This is an optimization exercise on Yosys and OpenROAD, whose aim is small area, not a production implementation. At most, simulation tests tie the RTL to the original design; equivalence was not proved. Power figures rest on the tool's default switching activity, not on a simulated workload.

Design adder_tree, start of the top module:
module adder_tree (
    input           clk,
    input           rst_n,
    input  [127:0]  s_axis_din_data,
    input           s_axis_din_valid,
    output          s_axis_din_ready,
    output [11:0]   m_axis_dout_data,
    output          m_axis_dout_valid,
    input           m_axis_dout_ready
);
    reg  vld;
    wire ld = ~vld | m_axis_dout_ready;
    assign s_axis_din_ready  = ld;
    assign m_axis_dout_valid = vld;
    always @(posedge clk)
        if (~rst_n) vld <= 1'b0;
        else if (ld) vld <= s_axis_din_valid;
    wire s1;
    wire c2;
    wire s3;
    wire c4;
    wire s5;
    wire c6;
    wire s7;
    wire c8;
    wire s9;
    wire c10;
    wire s11;
    wire c12;
    wire s13;
    wire c14;
    wire s15;
    wire c16;
    wire s17;
    wire c18;
    wire s19;
    wire c20;
    wire s21;
    wire c22;
    wire s23;
    wire c24;
    wire s25;
    wire c26;
    wire s27;
    wire c28;
    wire s29;
    wire c30;
    wire s31;
    wire c32;
    wire s33;
    wire c34;
    wire s35;
    wire c36;
    wire s37;
    wire c38;
    wire s39;
    wire c40;
    wire s41;
    wire c42;
    wire s43;
    wire c44;
    wire s45;
    wire c46;
    wire s47;
    wire c48;
    wire s49;
    wire c50;
    wire s51;
    wire c52;
    wire s53;
    wire c54;
    wire s55;
    wire c56;
    wire s57;
    wire c58;
  ...
Size in the first run: ~210 cells after synthesis, about 150 I/O pins.
export LEC_CHECK = 0
export CAP_MARGIN = 20
export CORE_MARGIN = 2
export CORE_UTILIZATION = 40
export SLEW_MARGIN = 20
export SYNTH_HIERARCHICAL = 1
export SYNTH_MINIMUM_KEEP_SIZE = 0
create_clock -name core_clock -period 3.7 [get_ports {clk}]
standard.sh (not shown) runs the stock make flow with config.mk's settings and CLKGATE_MAP_FILE= SYNTH_SCRIPT=/design/flow/synth_recipe.tcl, a recipe that flattens the netlist after the stock synthesis.
==> flow/flow/run.sh <==
#!/bin/bash
# Own layout flow: the standard ORFS flow (standard.sh, unchanged
# synthesis), with two layout choices changed:
#  - the port buffers that global placement inserts on every input and output
#    are the smallest buffer, sky130_fd_sc_hd__buf_1, instead of the default
#    pick (a delay cell), and
#  - clock tree synthesis uses small clock buffers and inserts no dummy loads.
# Every tool's full output is kept: make's output in flow_make.log, and each
# ORFS step's log under orfs/logs/.
set -euo pipefail
cd "$(dirname "${BASH_SOURCE[0]}")/.."
CTS_BUFS="${CTS_BUFS:-sky130_fd_sc_hd__clkbuf_8}"
bash standard.sh REMOVE_ABC_BUFFERS=1 \
  "BUFFER_PORTS_ARGS=-buffer_cell sky130_fd_sc_hd__buf_1" \
  "CTS_ARGS=-sink_clustering_enable -repair_clock_nets -dont_use_dummy_load -buf_list $CTS_BUFS" \
  finish > flow_make.log 2>&1
test -f out/final.def
The starting point completed and failed the layout checks on negative setup slack.
Change:
==> flow/run.sh (new file) <==
#!/bin/bash
# synth_recipe.tcl (not shown) runs the flow's synth.tcl, then flattens the netlist and writes it again
# the make line also repeats each setting of config.mk as NAME=value (left out here)
make -C /OpenROAD-flow-scripts/flow DESIGN_CONFIG=/design/flow/config.mk WORK_HOME=/design/flow/orfs CLKGATE_MAP_FILE= SYNTH_SCRIPT=/design/flow/synth_recipe.tcl finish
removed: flow/flow/run.sh
removed: flow/standard.sh
The new run finished but fails on negative setup slack.
Final cell count stays flat.
First-iteration DRC count is lower by about 33%.
Clock skew went down by 0.0071 ns.
Wire length rose by about 14%.
Hold slack improves by 0.18 ns.
Worst setup slack degrades by 0.092 ns.
Sequential share of layout area went down by 2.3 points.
Flip-flop and latch count is unchanged.
Function was not checked in any run of this note: the RTL went through the layout flow alone.

* * *

adder_tree, a different RTL version from the one above (not shown whole).
Size in the first run: about 170 cells after synthesis, roughly 150 I/O pins, roughly 3200 sq um of cells after synthesis.
Settings: LEC_CHECK=0, ABC_AREA=1, CAP_MARGIN=20, CORE_MARGIN=2, CORE_UTILIZATION=70, SETUP_SLACK_MARGIN=0, SLEW_MARGIN=20, SYNTH_HIERARCHICAL=1, SYNTH_MINIMUM_KEEP_SIZE=0; clock period 3.7 ns.
==> flow/flow/run.sh <==
#!/bin/bash
# Own layout flow: the standard ORFS flow (standard.sh, unchanged
# synthesis), with two layout choices changed:
#  - the port buffers that global placement inserts on every input and output
#    are the smallest buffer, sky130_fd_sc_hd__buf_1, instead of the default
#    pick (a delay cell), and
#  - clock tree synthesis uses small clock buffers and inserts no dummy loads.
# Every tool's full output is kept: make's output in flow_make.log, and each
# ORFS step's log under orfs/logs/.
set -euo pipefail
cd "$(dirname "${BASH_SOURCE[0]}")/.."
CTS_BUFS="${CTS_BUFS:-sky130_fd_sc_hd__clkbuf_4}"
bash standard.sh REMOVE_ABC_BUFFERS=1 \
  "BUFFER_PORTS_ARGS=-buffer_cell sky130_fd_sc_hd__buf_1" \
  "CTS_ARGS=-sink_clustering_enable -repair_clock_nets -dont_use_dummy_load -sink_clustering_size ${CTS_CLUSTER:-10} -buf_list $CTS_BUFS" \
  finish > flow_make.log 2>&1
test -f out/final.def
The starting point finished clean.
Rerun with:
- CORE_UTILIZATION: 70 -> 65
- GPL_TIMING_DRIVEN: default -> 1
Total power falls by 3.7%. Clock power drops by about 9%. Via count fell by 4.5%. Non-clock buffer count does not change. Setup slack gets better by 0.072 ns. Critical path depth came out lower by 1. Hold slack stays flat.
Rerun with:
==> flow/run.sh (new file) <==
#!/bin/bash
# synth_recipe.tcl (not shown) runs the flow's synth.tcl, then flattens the netlist and writes it again
# the make line also repeats each setting of config.mk as NAME=value (left out here)
make -C /OpenROAD-flow-scripts/flow DESIGN_CONFIG=/design/flow/config.mk WORK_HOME=/design/flow/orfs CLKGATE_MAP_FILE= SYNTH_SCRIPT=/design/flow/synth_recipe.tcl finish
- CTS_BUF_LIST: default -> sky130_fd_sc_hd__clkbuf_4
- GPL_TIMING_DRIVEN: 1 -> default
- SETUP_SLACK_MARGIN: 0 -> 0.05
removed: flow/flow/run.sh
removed: flow/standard.sh
With this change the flow did not get past global placement.
Synthesized area does not change.
Synthesized cell count stays the same.
Rerun with:
- CORE_UTILIZATION: 65 -> 45
Effect: Now the flow produced a clean layout; area after synthesis does not change; synthesized cell count stays the same.

* * *

Starting RTL as in the previous note.
==> flow/design.v (excerpt) <==
module adder_tree (
    input           clk,
    input           rst_n,
    input  [127:0]  s_axis_din_data,
    input           s_axis_din_valid,
    output          s_axis_din_ready,
    output [11:0]   m_axis_dout_data,
    output          m_axis_dout_valid,
    input           m_axis_dout_ready
);
Settings: LEC_CHECK=0, ABC_AREA=1, CAP_MARGIN=20, CORE_MARGIN=2, CORE_UTILIZATION=60, SETUP_SLACK_MARGIN=0, SLEW_MARGIN=20, SYNTH_HIERARCHICAL=1, SYNTH_MINIMUM_KEEP_SIZE=0; clock period 3.7 ns.
==> flow/flow/run.sh <==
#!/bin/bash
# Own layout flow: the standard ORFS flow (standard.sh, unchanged
# synthesis), with two layout choices changed:
#  - the port buffers that global placement inserts on every input and output
#    are the smallest buffer, sky130_fd_sc_hd__buf_1, instead of the default
#    pick (a delay cell), and
#  - clock tree synthesis uses small clock buffers and inserts no dummy loads.
# Every tool's full output is kept: make's output in flow_make.log, and each
# ORFS step's log under orfs/logs/.
set -euo pipefail
cd "$(dirname "${BASH_SOURCE[0]}")/.."
CTS_BUFS="${CTS_BUFS:-sky130_fd_sc_hd__clkbuf_4}"
bash standard.sh REMOVE_ABC_BUFFERS=1 \
  "BUFFER_PORTS_ARGS=-buffer_cell sky130_fd_sc_hd__buf_1" \
  "CTS_ARGS=-sink_clustering_enable -repair_clock_nets -dont_use_dummy_load -sink_clustering_size ${CTS_CLUSTER:-10} -buf_list $CTS_BUFS" \
  finish > flow_make.log 2>&1
test -f out/final.def
Then changed:
Settings changed: ABC_AREA 1 to not set, CORE_UTILIZATION 60 to 80, SETUP_SLACK_MARGIN 0 to 0.05.
Now the flow never finished: it broke off in 3_5_place_dp.
Area after synthesis stays flat.
Synthesized cell count decreases by 1.2%.
Then changed:
Settings changed: ABC_AREA set to 1, CORE_UTILIZATION 80 to 65.
The changed run ran to the end with no violations.
Synthesized area is about the same.
Synthesized cell count grows slightly.
Then changed:
--- a/flow/flow/run.sh
+++ b/flow/flow/run.sh
@@ -15 +15 @@
-  "CTS_ARGS=-sink_clustering_enable -repair_clock_nets -dont_use_dummy_load -sink_clustering_size ${CTS_CLUSTER:-10} -buf_list $CTS_BUFS" \
+  "CTS_ARGS=-sink_clustering_enable -repair_clock_nets -dont_use_dummy_load -sink_clustering_size ${CTS_CLUSTER:-25} -buf_list $CTS_BUFS" \
Settings changed: ABC_AREA 1 to not set.
=>
- global-route usage rose by 0.83 points
- fmax fell by 0.92%
- combinational power rose by about 6%
- routed wire length rose by 6.0%

* * *

Starting RTL as in the previous note.
Design adder_tree, start of the top module:
module adder_tree (
    input           clk,
    input           rst_n,
    input  [127:0]  s_axis_din_data,
    input           s_axis_din_valid,
    output          s_axis_din_ready,
    output [11:0]   m_axis_dout_data,
    output          m_axis_dout_valid,
    input           m_axis_dout_ready
);
clock: 3.7 ns
lec_check: 0
abc_area: 1
cap_margin: 20
core_margin: 2
core_utilization: 65
setup_slack_margin: -0.1
slew_margin: 20
synth_hierarchical: 1
synth_minimum_keep_size: 0
==> flow/flow/run.sh <==
#!/bin/bash
# Own layout flow: the standard ORFS flow (standard.sh, unchanged
# synthesis), with two layout choices changed:
#  - the port buffers that global placement inserts on every input and output
#    are the smallest buffer, sky130_fd_sc_hd__buf_1, instead of the default
#    pick (a delay cell), and
#  - clock tree synthesis uses small clock buffers and inserts no dummy loads.
# Every tool's full output is kept: make's output in flow_make.log, and each
# ORFS step's log under orfs/logs/.
set -euo pipefail
cd "$(dirname "${BASH_SOURCE[0]}")/.."
CTS_BUFS="${CTS_BUFS:-sky130_fd_sc_hd__clkbuf_4}"
bash standard.sh REMOVE_ABC_BUFFERS=1 \
  "BUFFER_PORTS_ARGS=-buffer_cell sky130_fd_sc_hd__buf_1" \
  "CTS_ARGS=-sink_clustering_enable -repair_clock_nets -dont_use_dummy_load -sink_clustering_size ${CTS_CLUSTER:-10} -buf_list $CTS_BUFS" \
  finish > flow_make.log 2>&1
test -f out/final.def
The first run completed without violations.
Rerun with:
SETUP_SLACK_MARGIN = 0   (was -0.1)
- fmax climbs slightly
- utilization climbs by 0.16 points
- cell count is unchanged
Rerun with:
ABC_AREA = not set   (was 1)
SETUP_SLACK_MARGIN = 0.05   (was 0)
The changed run completed with no timing, DRC or antenna violations.
Register-to-register slack gets better by 0.13 ns.
Count of clock-buffer cells in the layout is unchanged.
Final area increases by 0.33%.
Final cell count decreases by 0.53%.
Routed wire length increases by about 6%.
Power increases by 4.4%.
Die area is about the same.
Global-route usage increases by 0.86 points.
Synthesized area hardly moves.

==> re-timing with driven ports <==
In the flow no input, the clock included, has a driving cell. The finished layouts below were timed again as built, in two steps.
Step 1: set_driving_cell puts a clkbuf_16 on clk and a buf_2 on each other input, an assumption about the parent block.
Step 2, shift: input delay + t, output delay - t, t = (earliest + latest rising clock arrival at the registers) / 2. This alone moves slack from input paths to output paths.
Three values: ideal, step 1, step 2; two values: the first two.
run | shift t [ns] | setup WS [ns] | hold slack, ns | worst data-port slew with drivers (ns) | cell pins on the clock port's net
the first run of note 1 | 0.281 | -0.009 / -0.016 / -0.298 | 0.655 / 0.654 / 0.806 | 0.05 | 1
the second run of note 1 | 0.288 | -0.102 / -0.104 / -0.393 | 0.832 / 0.832 / 0.832 | 0.05 | 1
the first run of note 2 | 0.319 | 0.052 / 0.032 / -0.193 | 0.646 / 0.645 / 0.842 | 0.05 | 1
the second run of note 2 | 0.297 | 0.124 / 0.118 / -0.178 | 0.645 / 0.646 / 0.806 | 0.04 | 1
the fourth run of note 2 | 0.312 | 0.078 / 0.075 / -0.238 | 0.775 / 0.775 / 0.775 | 0.05 | 1
the first run of note 3 | 0.306 | 0.118 / 0.098 / -0.189 | 0.633 / 0.633 / 0.819 | 0.05 | 1
the third run of note 3 | 0.297 | 0.133 / 0.127 / -0.171 | 0.645 / 0.646 / 0.804 | 0.04 | 1
the fourth run of note 3 | 0.304 | 0.100 / 0.079 / -0.189 | 0.672 / 0.671 / 0.710 | 0.04 | 1
the first run of note 4 | 0.298 | 0.070 / 0.051 / -0.178 | 0.644 / 0.646 / 0.809 | 0.04 | 1
the second run of note 4 | 0.297 | 0.124 / 0.118 / -0.178 | 0.645 / 0.646 / 0.806 | 0.04 | 1
the third run of note 4 | 0.304 | 0.100 / 0.079 / -0.189 | 0.672 / 0.671 / 0.710 | 0.04 | 1
Met with ideal ports but missed after step 2: setup timing in 9 of these runs. For the fourth run of note 2, which loses most, drivers alone change the setup slack by -0.003 ns; drivers and shift together by -0.316 ns.
